Context: an optimization exercise on an open-source flow, tuned for small area, a short achievable clock period and few clock cycles. The choices shown serve that exercise and are no tape-out recipe.
At most, simulation tests tie the RTL to the original design; equivalence was not proved.
No activity file was given, so power comes from the tool's default toggle rates.

==> run a: inputs <==
==> flow/design.v <==
module JAM (
input CLK,
input RST,
output reg [2:0] W,
output reg [2:0] J,
input [6:0] Cost,
output reg [3:0] MatchCount,
output reg [9:0] MinCost,
output reg Valid );
localparam PRE = 2'd0, SRCH = 2'd2;
reg [1:0]  ph;
reg        qc;           
reg [2:0]  kd, jd;
reg        sk;           
reg [7:0]  Ud;           
reg [10:0] Xd;           
reg [10:0] thr;          
reg [2:0]  Ws, Js;
reg [7:0]  Us;
reg [10:0] Xs;
reg        ss;           
reg        se;           
reg [9:0]  T;            
reg        found;
reg [2:0]  js [0:6];     
reg [10:0] X  [0:6];     
reg [6:0]  r  [0:7];
reg [6:0]  c  [0:7];     
function [2:0] pe;        
    input [7:0] m;
    begin
        casez (m)
        8'b???????1: pe = 3'd0;
        8'b??????10: pe = 3'd1;
        8'b?????100: pe = 3'd2;
        8'b????1000: pe = 3'd3;
        8'b???10000: pe = 3'd4;
        8'b??100000: pe = 3'd5;
        8'b?1000000: pe = 3'd6;
        default:     pe = 3'd7;
        endcase
    end
endfunction
wire        hi   = |thr[10:7];
wire [7:0]  dlt  = {1'b0, thr[6:0]} - {1'b0, Cost};
wire        le   = hi | ~dlt[7];
wire        lt   = hi | (~dlt[7] & |dlt[6:0]);
wire        ev   = (ph == SRCH) & ~Valid & ~sk;
wire        leaf = (kd == 3'd7);
wire        desc = ev & ~leaf & le;
wire        hit  = ev & leaf & le;
wire        impr = hit & lt;
wire [7:0]  Uc   = Ud | (8'd1 << jd);
wire [2:0]  fc   = pe(~Uc);
wire [2:0]  sf   = pe(~(Uc | (8'd1 << fc)));
wire [2:0]  kc   = kd + 3'd1;
always @(*) begin
    if (desc) begin
        W = kc; J = fc;
    end else begin
        W = Ws; J = Js;
    end
end
wire [6:0]  rn   = r[kc];
wire [10:0] thrc = thr + {4'd0, rn} + {4'd0, c[fc]} - {4'd0, Cost};
wire [10:0] Xc   = thr + {4'd0, rn} - {1'b0, T} - {4'd0, Cost};
wire [7:0]  sibm = ~Us & (8'hFE << Js);
wire        hs   = |sibm;
wire [2:0]  ka   = Ws - 3'd1;
wire [2:0]  ja   = js[ka];
wire [7:0]  Ua   = Us & ~(8'd1 << ja);
wire [7:0]  pma  = ~Ua & (8'hFE << ja);
wire        ha   = (Ws != 3'd0) & |pma;
wire [2:0]  kb   = Ws - 3'd2;
wire [2:0]  jb   = js[kb];
wire [7:0]  Ub   = Ua & ~(8'd1 << jb);
wire [7:0]  pmb  = ~Ub & (8'hFE << jb);
wire        hb   = (Ws[2:1] != 2'd0) & |pmb;
reg [2:0]  nW, nJ;
reg [7:0]  nU;
reg [10:0] nX;
reg        nss, nse;
always @(*) begin
    nss = 1'b0; nse = 1'b0;
    nW = Ws; nJ = pe(sibm); nU = Us; nX = Xs;
    if (!hs) begin
        if (ha) begin
            nW = ka; nJ = pe(pma); nU = Ua; nX = X[ka];
        end else begin
            nW = kb; nJ = hb ? pe(pmb) : jb; nU = Ub; nX = X[kb];
            if (!hb) begin
                if (Ws[2:1] == 2'd0 || Ws == 3'd2) nse = 1'b1;
                else nss = 1'b1;
            end
        end
    end
end
wire [10:0] thrs = {1'b0, T} + Xs + {4'd0, c[Js]};
wire [9:0]  s    = (T - thr[9:0]) + {3'd0, Cost};
wire [6:0]  q     = {qc, Ws, Js};
wire [6:0]  rowv  = (Js == 3'd2) ? T[6:0] : ((T[6:0] < thr[6:0]) ? T[6:0] : thr[6:0]);
wire        rowe  = (Js == 3'd1) & (q >= 7'd9) & ~qc | (q == 7'd65);           
wire [6:0]  val   = Xs[6:0] - r[7];                        
wire        row0  = (q >= 7'd10) & (q <= 7'd17);
wire [6:0]  cmin  = row0 ? val : ((val < c[0]) ? val : c[0]);
wire        colp  = (q >= 7'd10);
wire        fin   = (q >= 7'd66);                           
wire [9:0]  madd  = (ph == SRCH) ? T : (rowe ? {3'd0, rowv} : {3'd0, cmin});
wire        pend  = ~desc & ~impr & se;                   
always @(posedge CLK or posedge RST) begin
    if (RST) begin
        ph <= PRE;
        qc <= 1'b0;
        sk <= 1'b1;
        Ws <= 3'd0;
        Js <= 3'd0;
        Valid <= 1'b0;
    end else if (!Valid) begin
        case (ph)
        PRE: begin
            sk <= 1'b0;
            {qc, Ws, Js} <= {qc, Ws, Js} + 7'd1;
            if (q == 7'd73) begin
                ph <= SRCH;
                sk <= 1'b1;
                Ws <= 3'd0;
                Js <= 3'd0;
            end
        end
        default: begin
            if (desc) begin
                sk <= 1'b0;
                if (kd != 3'd6) begin
                    Ws <= kc; Js <= sf;
                end
            end else if (impr) begin
                sk <= 1'b1;
            end else if (se) begin
                if (found | hit) Valid <= 1'b1;
                else begin
                    sk <= 1'b1;
                    Ws <= 3'd0;
                    Js <= 3'd0;
                end
            end else begin
                sk <= ss;
                Ws <= nW; Js <= nJ;
            end
        end
        endcase
    end
end
integer i;
always @(posedge CLK) begin
    if (!Valid) begin
        case (ph)
        PRE: begin
            found <= 1'b0;
            if (!sk) begin
                T[6:0] <= Cost;
                for (i = 0; i < 6; i = i + 1) X[i][6:0] <= X[i+1][6:0];
                X[6][6:0] <= T[6:0];
                Xs[6:0] <= X[0][6:0];
                thr[6:0] <= rowv;
                for (i = 0; i < 7; i = i + 1) c[i] <= c[i+1];
                c[7] <= colp ? cmin : c[0];
                if (rowe) begin
                    for (i = 0; i < 7; i = i + 1) r[i] <= r[i+1];
                    r[7] <= rowv;
                end
                if (rowe || fin)
                    MinCost <= ((q == 7'd9) ? 10'd0 : MinCost) + madd;
            end
            if (q == 7'd73) begin
                T <= 10'd15;
                Us <= 8'd0;
                Xs <= {4'd0, r[0]};
                ss <= 1'b0;
                se <= 1'b0;
            end
        end
        default: begin
            if (hit) begin
                found <= 1'b1;
                MatchCount <= (lt | ~found) ? 4'd1 : MatchCount + 4'd1;
                if (lt) T <= s;
            end
            if (desc) begin
                kd <= kc; jd <= fc;
                Ud <= Uc; Xd <= Xc; thr <= thrc;
                js[kd] <= jd;
                X[kd] <= Xd;
                if (kd != 3'd6) begin
                    Us <= Uc; Xs <= Xc; ss <= 1'b0; se <= 1'b0;
                end
            end else if (impr) begin
            end else if (se) begin
                if (!(found | hit)) begin
                    T <= {T[8:0], 1'b1};
                    Us <= 8'd0;
                    Xs <= {4'd0, r[0]};
                    ss <= 1'b0;
                    se <= 1'b0;
                end else begin
                    MinCost <= MinCost + madd;
                end
            end else begin
                kd <= Ws; jd <= Js;
                Ud <= Us; Xd <= Xs; thr <= thrs;
                Us <= nU; Xs <= nX; ss <= nss; se <= nse;
            end
        end
        endcase
    end
end
endmodule
==> flow/run.sh <==
#!/bin/bash
# synth_recipe.tcl (not shown) runs the flow's synth.tcl, then flattens the netlist and writes it again
# the make line also repeats each setting of config.mk as NAME=value (left out here)
make -C /OpenROAD-flow-scripts/flow DESIGN_CONFIG=/design/flow/config.mk WORK_HOME=/design/flow/orfs CLKGATE_MAP_FILE= SYNTH_SCRIPT=/design/flow/synth_recipe.tcl finish
==> flow/config.mk <==
export PLATFORM = sky130hd
export DESIGN_NAME = JAM
export DESIGN_NICKNAME = JAM
export VERILOG_FILES = /design/flow/design.v
export SDC_FILE = /design/flow/constraint.sdc
export NUM_CORES = 4
export LEC_CHECK = 0
export CAP_MARGIN = 20
export CORE_MARGIN = 2
export CORE_UTILIZATION = 40
export SETUP_SLACK_MARGIN = 2.0
export SLEW_MARGIN = 20
==> flow/constraint.sdc <==
create_clock -name core_clock -period 6.0 [get_ports {CLK}]
set_input_delay 1.2000 -clock core_clock [delete_from_list [all_inputs] [get_ports {CLK}]]
set_output_delay 1.2000 -clock core_clock [all_outputs]
set_load 0.01 [all_outputs]
==> inputs of run b, as changes to run a <==
--- a/flow/design.v
+++ b/flow/design.v
@@ -14,6 +14,8 @@
 reg        sk;           
 reg [7:0]  Ud;           
-reg [10:0] Xd;           
 reg [10:0] thr;          
+reg [6:0]  rn;           
+reg [6:0]  cf;           
+reg        rowa, fina;   
 reg [2:0]  Ws, Js;
 reg [7:0]  Us;
@@ -24,7 +26,42 @@
 reg        found;
 reg [2:0]  js [0:6];     
-reg [10:0] X  [0:6];     
+reg [10:0] X  [1:6];     
 reg [6:0]  r  [0:7];
 reg [6:0]  c  [0:7];     
+function [10:0] kadd;
+    input [10:0] a, b;
+    input        ci;
+    reg   [10:0] g, p, gg, pp, cy;
+    integer i, d;
+    begin
+        g = a & b;
+        p = a ^ b;
+        gg = g;
+        pp = p;
+        gg[0] = g[0] | (p[0] & ci);
+        for (d = 1; d < 11; d = d * 2)
+            for (i = 10; i >= d; i = i - 1) begin
+                gg[i] = gg[i] | (pp[i] & gg[i-d]);
+                pp[i] = pp[i] & pp[i-d];
+            end
+        cy = {gg[9:0], ci};
+        kadd = p ^ cy;
+    end
+endfunction
+function gt7;
+    input [6:0] a, b;
+    reg   [6:0] g, e;
+    reg         g10, e10, g32, e32, g54, e54, g30, e30, g64;
+    begin
+        g = a & ~b;
+        e = ~(a ^ b);
+        g10 = g[1] | (e[1] & g[0]);  e10 = e[1] & e[0];
+        g32 = g[3] | (e[3] & g[2]);  e32 = e[3] & e[2];
+        g54 = g[5] | (e[5] & g[4]);  e54 = e[5] & e[4];
+        g30 = g32 | (e32 & g10);
+        g64 = g[6] | (e[6] & g54);   e30 = e32 & e10;
+        gt7 = g64 | (e[6] & e54 & g30);
+    end
+endfunction
 function [2:0] pe;        
     input [7:0] m;
@@ -43,11 +80,9 @@
 endfunction
 wire        hi   = |thr[10:7];
-wire [7:0]  dlt  = {1'b0, thr[6:0]} - {1'b0, Cost};
-wire        le   = hi | ~dlt[7];
-wire        lt   = hi | (~dlt[7] & |dlt[6:0]);
-wire        ev   = (ph == SRCH) & ~Valid & ~sk;
-wire        leaf = (kd == 3'd7);
-wire        desc = ev & ~leaf & le;
-wire        hit  = ev & leaf & le;
+wire        le   = hi | ~gt7(Cost, thr[6:0]);
+wire        lt   = hi | gt7(thr[6:0], Cost);
+reg         dp, dl;      
+wire        desc = dp & le;
+wire        hit  = dl & le;
 wire        impr = hit & lt;
 wire [7:0]  Uc   = Ud | (8'd1 << jd);
@@ -62,7 +97,21 @@
     end
 end
-wire [6:0]  rn   = r[kc];
-wire [10:0] thrc = thr + {4'd0, rn} + {4'd0, c[fc]} - {4'd0, Cost};
-wire [10:0] Xc   = thr + {4'd0, rn} - {1'b0, T} - {4'd0, Cost};
+function [10:0] add4c;
+    input [10:0] a, b, d;
+    input [6:0]  k;
+    reg   [10:0] nk, s1, c1, s2, c2;
+    begin
+        nk = ~{4'd0, k};
+        s1 = a ^ b ^ d;
+        c1 = {((a & b) | (a & d) | (b & d)), 1'b0};
+        s2 = s1 ^ c1 ^ nk;
+        c2 = {((s1 & c1) | (s1 & nk) | (c1 & nk)), 1'b1};
+        add4c = kadd(s2, {c2[10:1], 1'b0}, 1'b1);
+    end
+endfunction
+wire [10:0] thrc = add4c(thr, {4'd0, rn}, {4'd0, cf}, Cost);    
+wire [10:0] Xc   = add4c(thr, {4'd0, rn}, ~{1'b0, T}, Cost) + 11'd1;   
+wire [6:0]  rc2  = r[kd + 3'd2];
+wire [6:0]  cc2  = c[sf];
 wire [7:0]  sibm = ~Us & (8'hFE << Js);
 wire        hs   = |sibm;
@@ -73,4 +122,6 @@
 wire        ha   = (Ws != 3'd0) & |pma;
 wire [2:0]  kb   = Ws - 3'd2;
+wire [2:0]  kx   = ha ? ka : kb;
+wire [10:0] Xk   = (kx == 3'd0) ? {4'd0, r[0]} : X[kx];
 wire [2:0]  jb   = js[kb];
 wire [7:0]  Ub   = Ua & ~(8'd1 << jb);
@@ -86,7 +137,7 @@
     if (!hs) begin
         if (ha) begin
-            nW = ka; nJ = pe(pma); nU = Ua; nX = X[ka];
+            nW = ka; nJ = pe(pma); nU = Ua; nX = Xk;
         end else begin
-            nW = kb; nJ = hb ? pe(pmb) : jb; nU = Ub; nX = X[kb];
+            nW = kb; nJ = hb ? pe(pmb) : jb; nU = Ub; nX = Xk;
             if (!hb) begin
                 if (Ws[2:1] == 2'd0 || Ws == 3'd2) nse = 1'b1;
@@ -96,6 +147,15 @@
     end
 end
-wire [10:0] thrs = {1'b0, T} + Xs + {4'd0, c[Js]};
-wire [9:0]  s    = (T - thr[9:0]) + {3'd0, Cost};
+wire [6:0]  cjs  = c[Js];
+wire [10:0] ts1  = {1'b0, T} ^ Xs ^ {4'd0, cjs};
+wire [10:0] tc1  = ({1'b0, T} & Xs) | ({1'b0, T} & {4'd0, cjs}) | (Xs & {4'd0, cjs});
+wire [10:0] thrs = kadd(ts1, {tc1[9:0], 1'b0}, 1'b0);
+wire [2:0]  fs   = pe(~(Us | (8'd1 << Js)));
+wire [6:0]  rs1  = r[Ws + 3'd1];
+wire [6:0]  cs1  = c[fs];
+wire [10:0] ss1  = {1'b0, T} ^ ~thr ^ {4'd0, Cost};
+wire [10:0] sc1  = ({1'b0, T} & ~thr) | ({1'b0, T} & {4'd0, Cost}) | (~thr & {4'd0, Cost});
+wire [10:0] sfull = kadd(ss1, {sc1[9:0], 1'b0}, 1'b1);
+wire [9:0]  s    = sfull[9:0];           
 wire [6:0]  q     = {qc, Ws, Js};
 wire [6:0]  rowv  = (Js == 3'd2) ? T[6:0] : ((T[6:0] < thr[6:0]) ? T[6:0] : thr[6:0]);
@@ -105,9 +165,10 @@
 wire [6:0]  cmin  = row0 ? val : ((val < c[0]) ? val : c[0]);
 wire        colp  = (q >= 7'd10);
-wire        fin   = (q >= 7'd66);                           
-wire [9:0]  madd  = (ph == SRCH) ? T : (rowe ? {3'd0, rowv} : {3'd0, cmin});
+wire [9:0]  madd  = (ph == SRCH) ? T : (rowa ? {3'd0, r[7]} : {3'd0, c[7]});
 wire        pend  = ~desc & ~impr & se;                   
 always @(posedge CLK or posedge RST) begin
     if (RST) begin
+        dp <= 1'b0;
+        dl <= 1'b0;
         ph <= PRE;
         qc <= 1'b0;
@@ -120,6 +181,8 @@
         PRE: begin
             sk <= 1'b0;
+            dp <= 1'b0;
+            dl <= 1'b0;
             {qc, Ws, Js} <= {qc, Ws, Js} + 7'd1;
-            if (q == 7'd73) begin
+            if (q == 7'd74) begin
                 ph <= SRCH;
                 sk <= 1'b1;
@@ -129,6 +192,10 @@
         end
         default: begin
+            dp <= 1'b0;
+            dl <= 1'b0;
             if (desc) begin
                 sk <= 1'b0;
+                dp <= (kc != 3'd7);
+                dl <= (kc == 3'd7);
                 if (kd != 3'd6) begin
                     Ws <= kc; Js <= sf;
@@ -145,4 +212,6 @@
             end else begin
                 sk <= ss;
+                dp <= ~ss & (Ws != 3'd7);
+                dl <= ~ss & (Ws == 3'd7);
                 Ws <= nW; Js <= nJ;
             end
@@ -157,9 +226,10 @@
         PRE: begin
             found <= 1'b0;
-            if (!sk) begin
+            if (!sk && q != 7'd74) begin
                 T[6:0] <= Cost;
-                for (i = 0; i < 6; i = i + 1) X[i][6:0] <= X[i+1][6:0];
+                for (i = 1; i < 6; i = i + 1) X[i][6:0] <= X[i+1][6:0];
                 X[6][6:0] <= T[6:0];
-                Xs[6:0] <= X[0][6:0];
+                Us[6:0] <= X[1][6:0];
+                Xs[6:0] <= Us[6:0];
                 thr[6:0] <= rowv;
                 for (i = 0; i < 7; i = i + 1) c[i] <= c[i+1];
@@ -169,8 +239,10 @@
                     r[7] <= rowv;
                 end
-                if (rowe || fin)
-                    MinCost <= ((q == 7'd9) ? 10'd0 : MinCost) + madd;
-            end
-            if (q == 7'd73) begin
+            end
+            rowa <= (Js == 3'd1) & (q >= 7'd9) & (q <= 7'd65);
+            fina <= (q >= 7'd66);
+            if (rowa || fina)
+                MinCost <= ((q == 7'd10) ? 10'd0 : MinCost) + madd;
+            if (q == 7'd74) begin
                 T <= 10'd15;
                 Us <= 8'd0;
@@ -188,7 +260,7 @@
             if (desc) begin
                 kd <= kc; jd <= fc;
-                Ud <= Uc; Xd <= Xc; thr <= thrc;
+                Ud <= Uc; thr <= thrc; rn <= rc2; cf <= cc2;
                 js[kd] <= jd;
-                X[kd] <= Xd;
+                if (kd != 3'd6) X[kc] <= Xc;
                 if (kd != 3'd6) begin
                     Us <= Uc; Xs <= Xc; ss <= 1'b0; se <= 1'b0;
@@ -207,5 +279,5 @@
             end else begin
                 kd <= Ws; jd <= Js;
-                Ud <= Us; Xd <= Xs; thr <= thrs;
+                Ud <= Us; thr <= thrs; rn <= rs1; cf <= cs1;
                 Us <= nU; Xs <= nX; ss <= nss; se <= nse;
             end
--- a/flow/config.mk
+++ b/flow/config.mk
@@ -6,7 +6,8 @@
 export NUM_CORES = 4
 export LEC_CHECK = 0
+export ABC_AREA = 1
 export CAP_MARGIN = 20
 export CORE_MARGIN = 2
-export CORE_UTILIZATION = 40
+export CORE_UTILIZATION = 60
 export SETUP_SLACK_MARGIN = 2.0
 export SLEW_MARGIN = 20
==> inputs of run c, as changes to run a <==
--- a/flow/design.v
+++ b/flow/design.v
@@ -14,6 +14,7 @@
 reg        sk;           
 reg [7:0]  Ud;           
-reg [10:0] Xd;           
 reg [10:0] thr;          
+reg [7:0]  ec;           
+reg [10:0] xt;           
 reg [2:0]  Ws, Js;
 reg [7:0]  Us;
@@ -24,5 +25,5 @@
 reg        found;
 reg [2:0]  js [0:6];     
-reg [10:0] X  [0:6];     
+reg [10:0] X  [1:6];     
 reg [6:0]  r  [0:7];
 reg [6:0]  c  [0:7];     
@@ -62,7 +63,20 @@
     end
 end
-wire [6:0]  rn   = r[kc];
-wire [10:0] thrc = thr + {4'd0, rn} + {4'd0, c[fc]} - {4'd0, Cost};
-wire [10:0] Xc   = thr + {4'd0, rn} - {1'b0, T} - {4'd0, Cost};
+function [10:0] add3c;
+    input [10:0] a, b;
+    input [6:0]  k;
+    reg   [10:0] nk, sm, cy;
+    begin
+        nk = ~{4'd0, k};
+        sm = a ^ b ^ nk;
+        cy = (a & b) | (a & nk) | (b & nk);
+        add3c = sm + {cy[9:0], 1'b1};
+    end
+endfunction
+wire [10:0] thrc = add3c(thr, {3'd0, ec}, Cost);    
+wire [10:0] Xc   = add3c(thr, xt, Cost);            
+wire [6:0]  rc2  = r[kd + 3'd2];
+wire [7:0]  ecc  = {1'b0, rc2} + {1'b0, c[sf]};
+wire [10:0] xtc  = {4'd0, rc2} - {1'b0, T};
 wire [7:0]  sibm = ~Us & (8'hFE << Js);
 wire        hs   = |sibm;
@@ -73,4 +87,6 @@
 wire        ha   = (Ws != 3'd0) & |pma;
 wire [2:0]  kb   = Ws - 3'd2;
+wire [2:0]  kx   = ha ? ka : kb;
+wire [10:0] Xk   = (kx == 3'd0) ? {4'd0, r[0]} : X[kx];
 wire [2:0]  jb   = js[kb];
 wire [7:0]  Ub   = Ua & ~(8'd1 << jb);
@@ -86,7 +102,7 @@
     if (!hs) begin
         if (ha) begin
-            nW = ka; nJ = pe(pma); nU = Ua; nX = X[ka];
+            nW = ka; nJ = pe(pma); nU = Ua; nX = Xk;
         end else begin
-            nW = kb; nJ = hb ? pe(pmb) : jb; nU = Ub; nX = X[kb];
+            nW = kb; nJ = hb ? pe(pmb) : jb; nU = Ub; nX = Xk;
             if (!hb) begin
                 if (Ws[2:1] == 2'd0 || Ws == 3'd2) nse = 1'b1;
@@ -97,4 +113,8 @@
 end
 wire [10:0] thrs = {1'b0, T} + Xs + {4'd0, c[Js]};
+wire [2:0]  fs   = pe(~(Us | (8'd1 << Js)));
+wire [6:0]  rs1  = r[Ws + 3'd1];
+wire [7:0]  ecs  = {1'b0, rs1} + {1'b0, c[fs]};
+wire [10:0] xts  = {4'd0, rs1} - {1'b0, T};
 wire [9:0]  s    = (T - thr[9:0]) + {3'd0, Cost};
 wire [6:0]  q     = {qc, Ws, Js};
@@ -105,6 +125,7 @@
 wire [6:0]  cmin  = row0 ? val : ((val < c[0]) ? val : c[0]);
 wire        colp  = (q >= 7'd10);
-wire        fin   = (q >= 7'd66);                           
-wire [9:0]  madd  = (ph == SRCH) ? T : (rowe ? {3'd0, rowv} : {3'd0, cmin});
+wire        rowa  = (Js == 3'd2) & (q >= 7'd10) & (q <= 7'd66);   
+wire        fina  = (q >= 7'd67);                           
+wire [9:0]  madd  = (ph == SRCH) ? T : (rowa ? {3'd0, r[7]} : {3'd0, c[7]});
 wire        pend  = ~desc & ~impr & se;                   
 always @(posedge CLK or posedge RST) begin
@@ -121,5 +142,5 @@
             sk <= 1'b0;
             {qc, Ws, Js} <= {qc, Ws, Js} + 7'd1;
-            if (q == 7'd73) begin
+            if (q == 7'd74) begin
                 ph <= SRCH;
                 sk <= 1'b1;
@@ -157,9 +178,10 @@
         PRE: begin
             found <= 1'b0;
-            if (!sk) begin
+            if (!sk && q != 7'd74) begin
                 T[6:0] <= Cost;
-                for (i = 0; i < 6; i = i + 1) X[i][6:0] <= X[i+1][6:0];
+                for (i = 1; i < 6; i = i + 1) X[i][6:0] <= X[i+1][6:0];
                 X[6][6:0] <= T[6:0];
-                Xs[6:0] <= X[0][6:0];
+                Us[6:0] <= X[1][6:0];
+                Xs[6:0] <= Us[6:0];
                 thr[6:0] <= rowv;
                 for (i = 0; i < 7; i = i + 1) c[i] <= c[i+1];
@@ -169,8 +191,8 @@
                     r[7] <= rowv;
                 end
-                if (rowe || fin)
-                    MinCost <= ((q == 7'd9) ? 10'd0 : MinCost) + madd;
-            end
-            if (q == 7'd73) begin
+            end
+            if (rowa || fina)
+                MinCost <= ((q == 7'd10) ? 10'd0 : MinCost) + madd;
+            if (q == 7'd74) begin
                 T <= 10'd15;
                 Us <= 8'd0;
@@ -188,7 +210,7 @@
             if (desc) begin
                 kd <= kc; jd <= fc;
-                Ud <= Uc; Xd <= Xc; thr <= thrc;
+                Ud <= Uc; thr <= thrc; ec <= ecc; xt <= xtc;
                 js[kd] <= jd;
-                X[kd] <= Xd;
+                if (kd != 3'd6) X[kc] <= Xc;
                 if (kd != 3'd6) begin
                     Us <= Uc; Xs <= Xc; ss <= 1'b0; se <= 1'b0;
@@ -207,5 +229,5 @@
             end else begin
                 kd <= Ws; jd <= Js;
-                Ud <= Us; Xd <= Xs; thr <= thrs;
+                Ud <= Us; thr <= thrs; ec <= ecs; xt <= xts;
                 Us <= nU; Xs <= nX; ss <= nss; se <= nse;
             end
==> qor summary <==
	run c	run a	run b
Run status	finished clean	finished clean	finished clean
Final worst path period share	0.803	0.854	0.675
Compound-gate portion of the synthesized area	0.184	0.163	0.144
Capture point of the worst reg-to-reg path	xt[10]$_DFFE_PP_	Xs[10]$_SDFFCE_PN0P_	Xs[9]$_SDFFCE_PN0P_
Final setup skew	0.0293 ns	0.0309 ns	0.0176 ns
Non-clk bufs	280	208	147
Number of CTS-inserted buffers	38	37	38
CLK BUF	44	41	44
Tapcells	696	672	455
Seq group	0.00316 W	0.00295 W	0.00241 W
Adder-cell share of the synthesized area	0.109	0.102	0.118
Combinational cell power	0.00296 W	0.00242 W	0.000187 W
Multiplexer fraction of the synthesized cell area	0.0823	0.110	0
Cell Int Power	0.00550 W	0.00514 W	0.00389 W
Starting density of the core	0.407	0.404	0.612
Chip Width	238 um	229 um	192 um
Post-place setup slack	0.00416 ns	0.414 ns	0.0797 ns
Origin of the worst min-delay path	r[5][6]$_DFFE_PP_	r[5][2]$_DFFE_PP_	r[2][6]$_DFFE_PP_
Wire length of the first global-routing pass	114000 um	96400 um	105000 um
Count of state elements after synthesis	318	313	319
Worst max-slew margin expressed relative to the limit	0.285	0.329	0.214
Max FO, Critical Path	4	8	5
Final instance count without filler cells	3039	2622	3045
Mapped cell area	22000 sq um	20200 sq um	21200 sq um
Overall power consumption	0.00839 W	0.00755 W	0.00497 W
Relative area of clock buffers and inverters in the final design	0.0429	0.0453	0.0500
Testbench counts of run b, summed over its fixed seeds: cycles 12,897.
Testbench counts of run c, summed over its fixed seeds: cycles 12,897.
Only the layout flow was run in run a; the RTL was not checked for function there.

[port drivers added, routing unchanged]
The flow's constraints put no driver on any port. The routed layouts listed below were extracted and timed again, unchanged, in two steps. Step 1: set_driving_cell puts a clkbuf_16 on CLK and a buf_2 on each other input, an assumption about the parent block. Step 2 moves the port delays by t, midway between the first and last clock arrival at a register: inputs arrive t later, outputs are due t later. That takes back most of the time a late clock gives input paths. Slacks: ideal / step 1 / step 2; pairs: ideal / step 1.
| run | t, ns | setup slack, ns | worst hold slack (ns) | worst setup path at the end |
|---|---|---|---|---|
| run a | 0.601 | 0.878 / 0.878 / 0.878 | 0.446 / 0.446 / 0.446 | register to register |
| run b | 0.599 | 1.951 / 1.910 / 1.556 | 0.450 / 0.450 / 0.450 | input to register |
| run c | 0.616 | 1.183 / 1.120 / 0.631 | 0.472 / 0.472 / 0.472 | input to register |
After both steps every run listed still meets setup and hold. For run c, which loses most, drivers alone change the setup slack by -0.063 ns; drivers and shift together by -0.552 ns.
